Source: an optimization exercise on an open RTL-to-GDS flow (aim: small area). Production flows keep margins and buffers that such runs may drop.
Function was checked by simulation only, so behaviour that the tests miss may differ from the original.

==> design.v <==
module bitCounter (
  input logic [7:0] data,
  output  logic [3:0] count
);
  always @(data) begin
    count <= count_ones(data);
  end
  function logic [3:0] count_ones (input logic [7:0] data);
    logic [3:0] county;
    county = 0;
    for (integer i = 0; i < 8; i++) begin
      if (data[i] == 1) begin
        county++;
      end
    end
    count_ones = county;
  endfunction
endmodule
module cCell(
  input logic clk, gameState,
  input logic [7:0]  neighbros,
  input logic userInput,
  input logic freeze,
  output logic status
);
logic nextStatus;
logic [3:0] count;
bitCounter counter_inst (.data(neighbros), .count(count));
always_comb begin
  case(status)
   1'b0: begin
    if( count == 4'b0011 ) nextStatus = 1'b1;
    else nextStatus = 1'b0;
   end
   1'b1: begin
     if( (count == 4'b0011) | (count == 4'b0010)) nextStatus = 1'b1;
    else nextStatus = 1'b0;
   end
   default: begin
    nextStatus = 1'bx;
   end
  endcase
end
always_ff @(posedge clk) begin
		 if (freeze) status <= status | userInput;
     else if (!gameState) status <= userInput;
     else status <= nextStatus;
	  end
endmodule
module gameOfLife(
  input logic clk,
  input logic gameState,
  input logic freeze,
  input logic  [15:0] [15:0] userInput,
  output logic [15:0] [15:0] cellStatus
  );
parameter gridSize = 16;
cCell cell_inst0 (.clk(clk),
      .gameState(gameState),
      .freeze(freeze),
      .neighbros({
      cellStatus[gridSize-1][gridSize-1],
      cellStatus[gridSize-1][0],
      cellStatus[gridSize-1][1],
      cellStatus[0][gridSize-1],
      cellStatus[0][1],
      cellStatus[1][gridSize -1],
      cellStatus[1][0],
      cellStatus[1][1]}),
      .userInput(userInput[0][0]),
      .status(cellStatus[0][0]));
generate
  genvar k;
    for ( k = 1; k < gridSize; k++) begin : gen_block_in
    cCell cell_inst (
      .clk(clk),
      .gameState(gameState),
      .freeze(freeze),
      .neighbros({
      cellStatus[(gridSize-1)][((k-1)%gridSize)],
      cellStatus[(gridSize-1)][(k)%gridSize],
      cellStatus[(gridSize-1)][(k+1)%gridSize],
      cellStatus[0][(k-1)%gridSize],
      cellStatus[0][(k+1)%gridSize],
      cellStatus[1][(k-1)%gridSize],
      cellStatus[1][(k)%gridSize],
      cellStatus[1][(k+1)%gridSize] }),
      .userInput(userInput[0][k]),
      .status(cellStatus[0][k])
    );
    end
  endgenerate
  generate
  genvar i;
  for ( i = 1; i < gridSize; i++) begin  : gen_block_out
    cCell cell_inst (
      .clk(clk),
      .gameState(gameState),
      .freeze(freeze),
      .neighbros({
      cellStatus[((i-1)%gridSize)][(gridSize)-1],
      cellStatus[(i-1)%gridSize][0],
      cellStatus[(i-1)%gridSize][1],
      cellStatus[(i)%gridSize][gridSize-1],
      cellStatus[(i)%gridSize][1],
      cellStatus[(i+1)%gridSize][(gridSize)-1],
      cellStatus[(i+1)%gridSize][0],
      cellStatus[(i+1)%gridSize][1] }),
      .userInput(userInput[i][0]),
      .status(cellStatus[i][0])
    );
  end
  endgenerate
 generate
  genvar x;
  genvar y;
  for ( x = 1; x < gridSize; x++) begin  : gen_block_out_2
    for ( y = 1; y < gridSize; y++) begin : gen_block_in_2
    cCell cell_inst (
      .clk(clk),
      .gameState(gameState),
      .freeze(freeze),
      .neighbros({
      cellStatus[((x-1)%gridSize)][((y-1)%gridSize)],
      cellStatus[(x-1)%gridSize][(y)%gridSize],
      cellStatus[(x-1)%gridSize][(y+1)%gridSize],
      cellStatus[(x)%gridSize][(y-1)%gridSize],
      cellStatus[(x)%gridSize][(y+1)%gridSize],
      cellStatus[(x+1)%gridSize][(y-1)%gridSize],
      cellStatus[(x+1)%gridSize][(y)%gridSize],
      cellStatus[(x+1)%gridSize][(y+1)%gridSize] }),
      .userInput(userInput[x][y]),
      .status(cellStatus[x][y])
    );
    end
  end
  endgenerate
endmodule
module cellSelector(
  input clk,
  input logic [3:0] counterValue1,
  input logic [3:0] counterValue2,
  input logic reset,
  input logic KEY,
  input logic [15:0][15:0] prevGame,
  output logic [15:0][15:0] userInput
);
integer decimalValue1;
integer decimalValue2;
logic debug;
always_comb begin
  decimalValue1 = $unsigned(counterValue1);
  decimalValue2 = $unsigned(counterValue2);
  if (KEY) debug= ~(userInput[decimalValue1][decimalValue2]);
  else debug = userInput[decimalValue1][decimalValue2];
end
always_ff @(posedge clk) begin
    if (reset) begin
      userInput <= prevGame;
		end
    else if (!reset)
      userInput[decimalValue1][decimalValue2] <= debug;
  end
endmodule
module bigSync(
  input logic clk,
  input logic [15:0][15:0] KEY,
  output logic [15:0][15:0] sync_KEY_out
);
	logic [15:0][15:0] sync_KEY;
  always_ff @(posedge clk) begin
   sync_KEY <= KEY;
	sync_KEY_out <= sync_KEY;
  end
endmodule  
module four_bit_counter (
  input logic clk,
  input logic count,
  input logic deCount,
  input logic reset,
  output logic [3:0] out
);
 logic [3:0] fOut;
  always_comb begin
    if (count) begin
	   if (out == 4'b1111) fOut = 4'b0000;
	   else fOut = out + 1'b1;
	  end
	 else if(deCount) begin
     if (out == 4'b0000) fOut = 4'b1111;
	   else fOut = out - 1'b1;
   end
   else
    fOut = out;
  end
  always_ff @(posedge clk) begin
    if (reset)
      out <= 1'b0;
    else if (count | deCount)
      out <= fOut;
  end
endmodule
module doubleCounterDisplay(
  input logic clk,
  input logic reset,
  input logic count,
  input logic deCount,
  output logic [6:0] out1,
  output logic [6:0] out2,
  output logic [3:0] counterValue
);
 four_bit_counter counter(.clk(clk), .reset(reset), .count(count), .deCount(deCount), .out(counterValue));
 logic [6:0] fOut1;
 logic [6:0] fOut2;
always_comb begin
  case(counterValue)
   4'b0000: begin
    fOut1 =  ~7'b0111111;
    fOut2 =  ~7'b0111111;
   end
   4'b0001: begin
    fOut1 = ~7'b0111111;
    fOut2 =  ~7'b0000110;
   end
   4'b0010: begin
    fOut1 =  ~7'b0111111;
    fOut2 =  ~7'b1011011;
   end
   4'b0011: begin
    fOut1 = ~7'b0111111;
    fOut2 =  ~7'b1001111;
   end
   4'b0100: begin
    fOut1 =  ~7'b0111111;
    fOut2 =  ~7'b1100110;
   end
   4'b0101: begin
    fOut1 = ~7'b0111111;
    fOut2 =  ~7'b1101101;
   end
   4'b0110: begin
    fOut1 =  ~7'b0111111;
    fOut2 =  ~7'b1111101;
   end
   4'b0111: begin
    fOut1 = ~7'b0111111;
    fOut2 =  ~7'b0000111;
   end
   4'b1000: begin
    fOut1 = ~7'b0111111;
    fOut2 =  ~7'b1111111;
   end
   4'b1001: begin
    fOut1 = ~7'b0111111;
    fOut2 =  ~7'b1101111;
   end
   4'b1010: begin
    fOut1 = ~7'b0000110;
    fOut2 =  ~7'b0111111;
   end
   4'b1011: begin
    fOut1 = ~7'b0000110;
    fOut2 =  ~7'b0000110;
   end
   4'b1100: begin
    fOut1 = ~7'b0000110;
    fOut2 =  ~7'b1011011;
   end
   4'b1101: begin
    fOut1 = ~7'b0000110;
    fOut2 =  ~7'b1001111;
   end
   4'b1110: begin
    fOut1 = ~7'b0000110;
    fOut2 =  ~7'b1100110;
   end
   4'b1111: begin
    fOut1 = ~7'b0000110;
    fOut2 =  ~7'b1101101;
   end
  endcase
end
always_ff @(posedge clk) begin
		 if(reset) begin
      out1 <= ~7'b0111111;
      out2 <= ~7'b0111111;
     end
     else begin
      out1 <= fOut1;
      out2 <= fOut2;
     end
	  end
endmodule  
module Mux8to1 (
  input logic [15:0][15:0] data0,
  input logic [15:0][15:0] data1,
  input logic [15:0][15:0] data2,
  input logic [15:0][15:0] data3,
  input logic [15:0][15:0] data4,
  input logic [15:0][15:0] data5,
  input logic [15:0][15:0] data6,
  input logic [15:0][15:0] data7,
  input logic [2:0] select,
  input logic reset,
  output logic [15:0][15:0] outputU
);
  always @* begin
    if (reset)
      outputU <= 0;
    else begin
    case (select)
      3'b000: outputU <= data0;
      3'b001: outputU <= data1;
      3'b010: outputU <= data2;
      3'b011: outputU <= data3;
      3'b100: outputU <= data4;
      3'b101: outputU <= data5;
      3'b110: outputU <= data6;
      3'b111: outputU <= data7;
    endcase
    end
  end
endmodule
module LEDDriver #(parameter FREQDIV = 0) (GPIO_1, RedPixels, GrnPixels, EnableCount, CLK, RST);
    output logic [35:0] GPIO_1;
    input logic [15:0][15:0] RedPixels ;
    input logic [15:0][15:0] GrnPixels ;
    input logic EnableCount, CLK, RST;
    reg [(FREQDIV + 3):0] Counter;
    logic [3:0] RowSelect;
    assign RowSelect = Counter[(FREQDIV + 3):FREQDIV];
    always_ff @(posedge CLK)
    begin
        if(RST) Counter <= 'b0;
        else if(EnableCount) Counter <= Counter + 1'b1;
    end
    assign GPIO_1[35:32] = RowSelect;
    assign GPIO_1[31:16] = { GrnPixels[RowSelect][0], GrnPixels[RowSelect][1], GrnPixels[RowSelect][2], GrnPixels[RowSelect][3], GrnPixels[RowSelect][4], GrnPixels[RowSelect][5], GrnPixels[RowSelect][6], GrnPixels[RowSelect][7], GrnPixels[RowSelect][8], GrnPixels[RowSelect][9], GrnPixels[RowSelect][10], GrnPixels[RowSelect][11], GrnPixels[RowSelect][12], GrnPixels[RowSelect][13], GrnPixels[RowSelect][14], GrnPixels[RowSelect][15] };
    assign GPIO_1[15:0] = { RedPixels[RowSelect][0], RedPixels[RowSelect][1], RedPixels[RowSelect][2], RedPixels[RowSelect][3], RedPixels[RowSelect][4], RedPixels[RowSelect][5], RedPixels[RowSelect][6], RedPixels[RowSelect][7], RedPixels[RowSelect][8], RedPixels[RowSelect][9], RedPixels[RowSelect][10], RedPixels[RowSelect][11], RedPixels[RowSelect][12], RedPixels[RowSelect][13], RedPixels[RowSelect][14], RedPixels[RowSelect][15] };
endmodule
module synchronizer(
  input logic clk,
  input logic KEY,
  output logic sync_KEY_out
);
  logic sync_KEY;
  always_ff @(posedge clk) begin
    sync_KEY <= KEY;
    sync_KEY_out <= sync_KEY;
  end
endmodule
module edgeDetector(
  input logic clk,
  input logic reset,
  input logic KEY,
  output logic KEY_O
);
  logic prev;
  always_ff @(posedge clk) begin
    if (reset) prev <= 1'b0;
    else prev <= KEY;
  end
  assign KEY_O = KEY & ~prev;
endmodule
module DE1_SoC
   ( output logic [6:0]  HEX0, HEX1, HEX2, HEX3, HEX4, HEX5,
	 output logic [9:0]  LEDR,
    input  logic [3:0]  KEY,
    input  logic [9:0]  SW,
    output logic [35:0] GPIO_1,
    input logic CLOCK_50);
   logic [15:0] [15:0] preset0;
   always_comb begin
   preset0 = 256'b0;
   preset0[0][0] = 1;
preset0[0][1] = 1;
preset0[0][2] = 1;
preset0[1][2] = 1;
preset0[2][1] = 1;
   end
   logic [15:0] [15:0] preset1;
   always_comb begin
   preset1 = 256'b0;
preset1[8][1] = 1;
preset1[8][2] = 1;
preset1[9][3] = 1;
preset1[10][3] = 1;
preset1[11][3] = 1;
preset1[12][3] = 1;
preset1[13][2] = 1;
preset1[13][1] = 1;
preset1[14][0] = 1;
preset1[1][0] = 1;
preset1[2][0] = 1;
preset1[3][0] = 1;
preset1[5][0] = 1;
preset1[6][0] = 1;
preset1[7][1] = 1;
preset1[7][3] = 1;
preset1[6][4] = 1;
preset1[7][5] = 1;
preset1[8][5] = 1;
preset1[9][5] = 1;
preset1[10][4] = 1;
preset1[12][2] = 1;
preset1[12][1] = 1;
preset1[13][0] = 1;
preset1[0][0] = 1;
   end
   logic [15:0] [15:0] preset2;
   always_comb begin
   preset2 = 256'b0;
preset2[3][2] = 1;
preset2[4][2] = 1;
preset2[6][2] = 1;
preset2[2][3] = 1;
preset2[4][3] = 1;
preset2[6][3] = 1;
preset2[7][3] = 1;
preset2[8][3] = 1;
preset2[9][3] = 1;
preset2[10][3] = 1;
preset2[11][3] = 1;
preset2[12][3] = 1;
preset2[1][4] = 1;
preset2[6][4] = 1;
preset2[11][4] = 1;
preset2[0][5] = 1;
preset2[5][5] = 1;
preset2[10][5] = 1;
preset2[12][5] = 1;
   end
   logic [15:0] [15:0] preset3;
   always_comb begin
   preset3 = 256'b0;
   preset3[3][2] = 1;
preset3[4][2] = 1;
preset3[5][2] = 1;
preset3[6][2] = 1;
preset3[3][3] = 1;
preset3[4][3] = 1;
preset3[5][3] = 1;
preset3[6][3] = 1;
preset3[7][3] = 1;
preset3[8][3] = 1;
preset3[9][3] = 1;
preset3[2][4] = 1;
preset3[3][4] = 1;
preset3[4][4] = 1;
preset3[5][4] = 1;
preset3[6][4] = 1;
preset3[7][4] = 1;
preset3[8][4] = 1;
preset3[9][4] = 1;
preset3[10][4] = 1;
preset3[3][5] = 1;
preset3[4][5] = 1;
preset3[5][5] = 1;
preset3[6][5] = 1;
preset3[7][5] = 1;
preset3[8][5] = 1;
preset3[9][5] = 1;
preset3[3][6] = 1;
preset3[4][6] = 1;
preset3[5][6] = 1;
preset3[6][6] = 1;
   end
   logic [15:0] [15:0] preset4;
   always_comb begin
   preset4 = 256'b0;
   preset4[5][2] = 1;
preset4[6][3] = 1;
preset4[7][4] = 1;
preset4[4][5] = 1;
preset4[5][5] = 1;
preset4[6][5] = 1;
preset4[7][5] = 1;
preset4[4][6] = 1;
preset4[5][7] = 1;
   end
   logic [15:0] [15:0] preset5;
   always_comb begin
   preset5 = 256'b0;
   preset5[0][0] = 0;
preset5[1][0] = 0;
preset5[2][0] = 0;
preset5[0][1] = 0;
preset5[1][1] = 0;
preset5[2][1] = 0;
preset5[0][2] = 1;
preset5[1][2] = 1;
preset5[2][2] = 1;
preset5[0][3] = 1;
preset5[1][3] = 0;
preset5[2][3] = 1;
preset5[0][4] = 1;
preset5[1][4] = 0;
preset5[2][4] = 1;
   end
   logic [15:0] [15:0] preset6;
   always_comb begin
   preset6 = 256'b0;
   end
	 logic SYSTEM_CLOCK;
	 logic GAME_CLOCK;
	 assign SYSTEM_CLOCK = CLOCK_50;
	 assign GAME_CLOCK = CLOCK_50;
	 assign HEX2 = 7'b0;
	 assign HEX5 = 7'b0;
	 assign LEDR = 10'b0;
	 logic [15:0][15:0]RedPixels;  
    logic [15:0][15:0]GrnPixels;  
	 logic RST;                    
	 assign RST = SW[9];
	 LEDDriver Driver (.CLK(SYSTEM_CLOCK), .RST, .EnableCount(1'b1), .RedPixels, .GrnPixels, .GPIO_1);
   logic [3:0] counterValue1;
   logic [3:0] counterValue2;
   logic [15:0][15:0] userInput;
      logic [15:0][15:0] userInput2;
	logic syncKEY0;
   synchronizer synchronizerKEY0 (.clk(GAME_CLOCK), .KEY(~KEY[0]), .sync_KEY_out(syncKEY0));
   logic syncKEY2;
   synchronizer synchronizerKEY2 (.clk(GAME_CLOCK), .KEY(~KEY[2]), .sync_KEY_out(syncKEY2));
   logic syncKEY3;
   synchronizer synchronizerKEY3 (.clk(GAME_CLOCK), .KEY(~KEY[3]), .sync_KEY_out(syncKEY3));
   logic syncKEY1;
   synchronizer synchronizerKEY1 (.clk(GAME_CLOCK), .KEY(~KEY[1]), .sync_KEY_out(syncKEY1));
   logic clockedKEY1;
   edgeDetector edgeDetectorKEY1(.clk(GAME_CLOCK), .reset(SW[8]& ~(SW[4])), .KEY(syncKEY1), .KEY_O(clockedKEY1));
   logic clockedKEY0;
   edgeDetector edgeDetectorKEY0(.clk(GAME_CLOCK), .reset(SW[8] & ~(SW[4])), .KEY(syncKEY0), .KEY_O(clockedKEY0));
   logic clockedKEY2;
   edgeDetector edgeDetectorKEY2(.clk(GAME_CLOCK), .reset(SW[8]& ~(SW[4])), .KEY(syncKEY2), .KEY_O(clockedKEY2));
   logic clockedKEY3;
   edgeDetector edgeDetectorKEY3(.clk(GAME_CLOCK), .reset(SW[8]& ~(SW[4])), .KEY(syncKEY3), .KEY_O(clockedKEY3));
   doubleCounterDisplay counter1(.clk(GAME_CLOCK), .reset(SW[8]& ~(SW[4])), .count(clockedKEY3), .deCount(clockedKEY1) ,.out1(HEX4), .out2(HEX3), .counterValue(counterValue1));
   doubleCounterDisplay counter2(.clk(GAME_CLOCK), .reset(SW[8]& ~(SW[4])), .count(clockedKEY2), .deCount(clockedKEY1) ,.out1(HEX1), .out2(HEX0), .counterValue(counterValue2));
   cellSelector selector(.clk(GAME_CLOCK),.counterValue1(counterValue1), .counterValue2(counterValue2), .reset(SW[8] & ~(SW[4])), .KEY(clockedKEY0), .prevGame(userInput2) ,.userInput(userInput));
   Mux8to1 mux(.reset(SW[8] & ~(SW[4])), .data0(userInput), .data1(preset0), .data2(preset1), .data3(preset2), .data4(preset3), .data5(preset4), .data6(preset5), .data7(preset6), .select(SW[7:5]), .outputU(userInput2));
   gameOfLife game(.clk(GAME_CLOCK), .gameState(SW[8]), .freeze(SW[4]), .cellStatus(RedPixels), .userInput(userInput2));
   bigSync synchronizerLED(.clk(GAME_CLOCK), .KEY(RedPixels), .sync_KEY_out(GrnPixels));
endmodule
==> run.sh <==
#!/bin/bash
# synth_recipe.tcl (not shown) runs the flow's synth.tcl, then flattens the netlist and writes it again
# the make line also repeats each setting of config.mk as NAME=value (left out here)
make -C /OpenROAD-flow-scripts/flow DESIGN_CONFIG=/design/flow/config.mk WORK_HOME=/design/flow/orfs CLKGATE_MAP_FILE= SYNTH_SCRIPT=/design/flow/synth_recipe.tcl finish
==> config.mk <==
export PLATFORM = sky130hd
export DESIGN_NAME = DE1_SoC
export DESIGN_NICKNAME = DE1_SoC
export VERILOG_FILES = /design/flow/design.v
export SDC_FILE = /design/flow/constraint.sdc
export NUM_CORES = 4
export LEC_CHECK = 0
export CAP_MARGIN = 20
export CORE_MARGIN = 2
export CORE_UTILIZATION = 40
export SLEW_MARGIN = 20
==> constraint.sdc <==
create_clock -name core_clock -period 6.0 [get_ports {CLOCK_50}]
set_input_delay 1.2000 -clock core_clock [delete_from_list [all_inputs] [get_ports {CLOCK_50}]]
set_output_delay 1.2000 -clock core_clock [all_outputs]
set_load 0.01 [all_outputs]
==> results.txt <==
- Area leader, netlist: ha_1
- Largest net degree at the start of global routing: roughly 150
- Layout cells sized above 1: 0.0960
- Buf+Inv Stages, Crit Path: 3
- I/O Buffers: 68
- Clock tree buffer depth: 4
- FILL cells: 35.8k
- Hold Path Cell Cnt: 0
- Crit Path Max Fanout: 14
- Die area: 0.368 mm^2
- # DRC: 0
- Mean Syn Cell Area: 8.28 um^2
- Hold_buf cts: 0
- Hold_sp: synchronizerLED.sync_KEY[68]$_DFF_P_
- Vias per cell: 5.87
- Post-synthesis sequential area ratio: 0.147
- CTS clk-pin slew, worst paths: 0.07 ns
- Cells on worst reg2reg path: 21
- CTS buffer count: 144
- Area taken by flip-flops and latches: 0.0213 mm^2
- Final Hold Viols: 0
- Setup CP Type: flip-flop to flip-flop
- Gates resized, CTS repair: 0
- Die height: 607 um
- Root Driver: clkbuf_16
- Ordered cell list for the critical path: inv_2, ha_1, xor2_1, ha_1, nor2b_1, a31oi_1, ha_1, nand2_1, inv_1, or2_2, ha_1, nand2b_1, o31ai_1, inv_1, ha_1, nand2_1, xor2_1, nand2_1, and3_1, a2111oi_0, a211oi_1
- Synth unique cells: 91
- CP max stage delay: 0.95 ns
- Crit path launch type: flip-flop
- Post-Syn Instances: 17.6k
- Setup Skew: 0.0715 ns
- Post-DR wirelength/cell: 22.1 um
- Routed vias: 130k
- Slew Limit Fails: 0
- R2r setup slk: 0.55 ns
- DRT Pass-1 Iters: 8
- Clock latency (worst-skew pair): 0.87 ns
- Placer Congestion: 0.924
- Initial DRC count: roughly 12k
- Count of state elements after synthesis: 1064
- Final setup fails: 0
- Post-Route WL: 489000 um
- Final worst-path cycle share: 0.909
- Area of the multi-input gates: 0.117 mm^2
- Layout area overhead: 7.78%
- Max transition margin: 0.199
- CP max stage cell: dfxtp_1
- Top cells by count, synth: xnor2_1 (2083), nand2_1 (1936), ha_1 (1809), dfxtp_1 (1064), nor2_1 (1053)
- First-pass GRT wire length: roughly 730000 um
- TritonCTS clock tree: done
- DP Wirelength: 366000 um
- Status: complete, no violations
- Max Freq: 0.183 GHz
- Tightest Hold Check Type: flip-flop to flip-flop
- Main synth FF type: dfxtp_1
- Worst EP required: 6.72 ns
- Post-synth top area share: 0.156
- # IOs: 103
- Most frequent cell after synthesis: xnor2_1
- Final ANT Viol Nets: 0
- Post-CTS setup buffers: 0
- Ys async rst share: 0
- Initial Util: 0.402
- Htree depth: 4
- Post-Syn Area: 0.145 mm^2
- Worst-margin pin slew: 1.19 ns
- YS warnings: 11
- Most used cell, CP: ha_1
- Worst Path Arrival: 6.17 ns
- Total Neg Setup Slack: 0 ns
- Hold Path Sink: synchronizerLED.sync_KEY_out[68]$_DFF_P_
- Post-layout min period: 5.45 ns
- Layout Nets: 19.0k
- CP Capture Type: flip-flop
- Post-synth EDFFs: 0
- CP Depth: 21
- MaxCap Viol Count: 0
- Core Area: about 0.36 mm^2
- Clk sinks: 1064
- CP top delay family: adder cells
- Place WS: 0.717 ns
- Row count: about 220
- Die Span X: around 600 um
- Vias in the first global route: 118k
- Unrepaired setup endpoints after global routing: no
- Top cells by area, synth: ha_1 (16%), dfxtp_1 (15%), xnor2_1 (13%)
- Initial antenna violation count: 32
- GRT Residual Overflow: 0
- Final worst slack: 0.547 ns
- Total track usage: 0.256
## per-layer routing
metal	vias to the layer above	routed length, um	GRT usage
li1	62000	-	-
met2	4200	214000	0.406
met3	827	34200	0.0285
met4	12	22400	0.107
met5	-	76	0
met1	62500	218000	0.352
## sequential cells by signal, indices dropped and copies added (netlist names), 4 cells and up
| name | flops |
|---|---|
| counter1.counter.out | 4 |
| counter1.out2 | 7 |
| game.gen_block_in.cell_inst.status | 15 |
| counter2.out2 | 7 |
| selector.userInput | 256 |
| Driver.Counter | 4 |
| synchronizerLED.sync_KEY | 256 |
| game.gen_block_out_2.gen_block_in_2.cell_inst.status | 225 |
| synchronizerLED.sync_KEY_out | 256 |
| counter2.counter.out | 4 |
| game.gen_block_out.cell_inst.status | 15 |
## kinds of logic after synthesis
| logic type | count (synthesis) | synth area share |
|---|---|---|
| and+or+nand+nor | 5188 | 0.167 |
| xor gates and xnor gates | 3437 | 0.240 |
| AOI/OAI and AO/OA | 3356 | 0.164 |
| buffers and inverters | 1899 | 0.0507 |
| adders and majority gates | 1809 | 0.156 |
| DFF | 1064 | 0.147 |
| muxes | 798 | 0.0762 |
| other | 2 | 0.0000517 |
## layout by cell type, fill, tap and decap left out, types with 172 or more instances in the layout
cell type,synthesis,layout
nor3_1,222,219
o31ai_1,333,333
ha_1,1809,1809
a311oi_1,297,297
a31oi_1,205,205
xor2_1,1019,1019
a22oi_1,197,197
and3_1,172,172
nand2_1,1936,1935
nand4_1,184,184
xnor2_1,2083,2082
nand2b_1,198,198
xnor3_1,228,228
mux4_2,205,205
a21oi_1,637,637
o21ai_0,448,447
inv_1,548,548
dfxtp_1,1064,1053
and2_1,302,302
nor2_1,1053,1050
buf_4,47,490
mux2_2,422,422
nand3_1,651,651
## area by class of cell
class | count | share of cell area
inverters | 741 | 0.0178
clock buffers | 180 | 0.0254
repair buffers | 583 | 0.0309
flip-flops and latches | 1064 | 0.136
multi-input cells | 14600 | 0.746
well taps | 4794 | 0.0383
diodes | 22 | 0.000351
clock inverters | 65 | 0.00520
## through the flow
step                hold slack (ns)  cell area [um^2]  std cells  utilization
floorplan                     0.310            145000      17600            -
global placement              0.310            152000      21800        0.419
detailed placement            0.312            152000      21800        0.419
CTS                           0.298            157000      22000        0.433
global route                  0.313            157000      22100        0.433
finish                        0.292            157000      22100        0.433
## how the worst max path moves through the flow
stage / slack (ns) / start / endpoint
4_1_cts: 0.69 / flip-flop / flip-flop
2_1_floorplan: 0.76 / flip-flop / flip-flop
5_1_grt: 0.26 / flip-flop / flip-flop
3_3_place_gp: 0.85 / flip-flop / flip-flop
3_5_place_dp: 0.72 / flip-flop / flip-flop
6_report: 0.55 / flip-flop / flip-flop

## static timing again, ports no longer ideal
In the flow no input, the clock included, has a driving cell. The finished layout below was timed again as built, in two steps.
Step 1 (the two cells are an assumption about what drives the block):
set clk [get_ports {CLOCK_50}]
set_driving_cell -lib_cell sky130_fd_sc_hd__clkbuf_16 $clk
set_driving_cell -lib_cell sky130_fd_sc_hd__buf_2 [delete_from_list [all_inputs] $clk]
Step 2 adds t to the input delays and takes it off the output delays; t is the mean of the earliest and latest rising clock arrival at the registers after step 1. Input paths then give back, and output paths get back, about the clock's delay inside the block.
a / b / c = no drivers / after step 1 / after step 2; a / b = the first two.
shift t [ns]: 0.960
slack for setup (ns): 0.547 / 0.547 / 0.547
clock arrival spread, ns: 0.094 / 0.094
After both steps this run still meets setup and hold. The setup slack of this run moves by 0.000 ns with the drivers and by 0.000 ns with both steps.
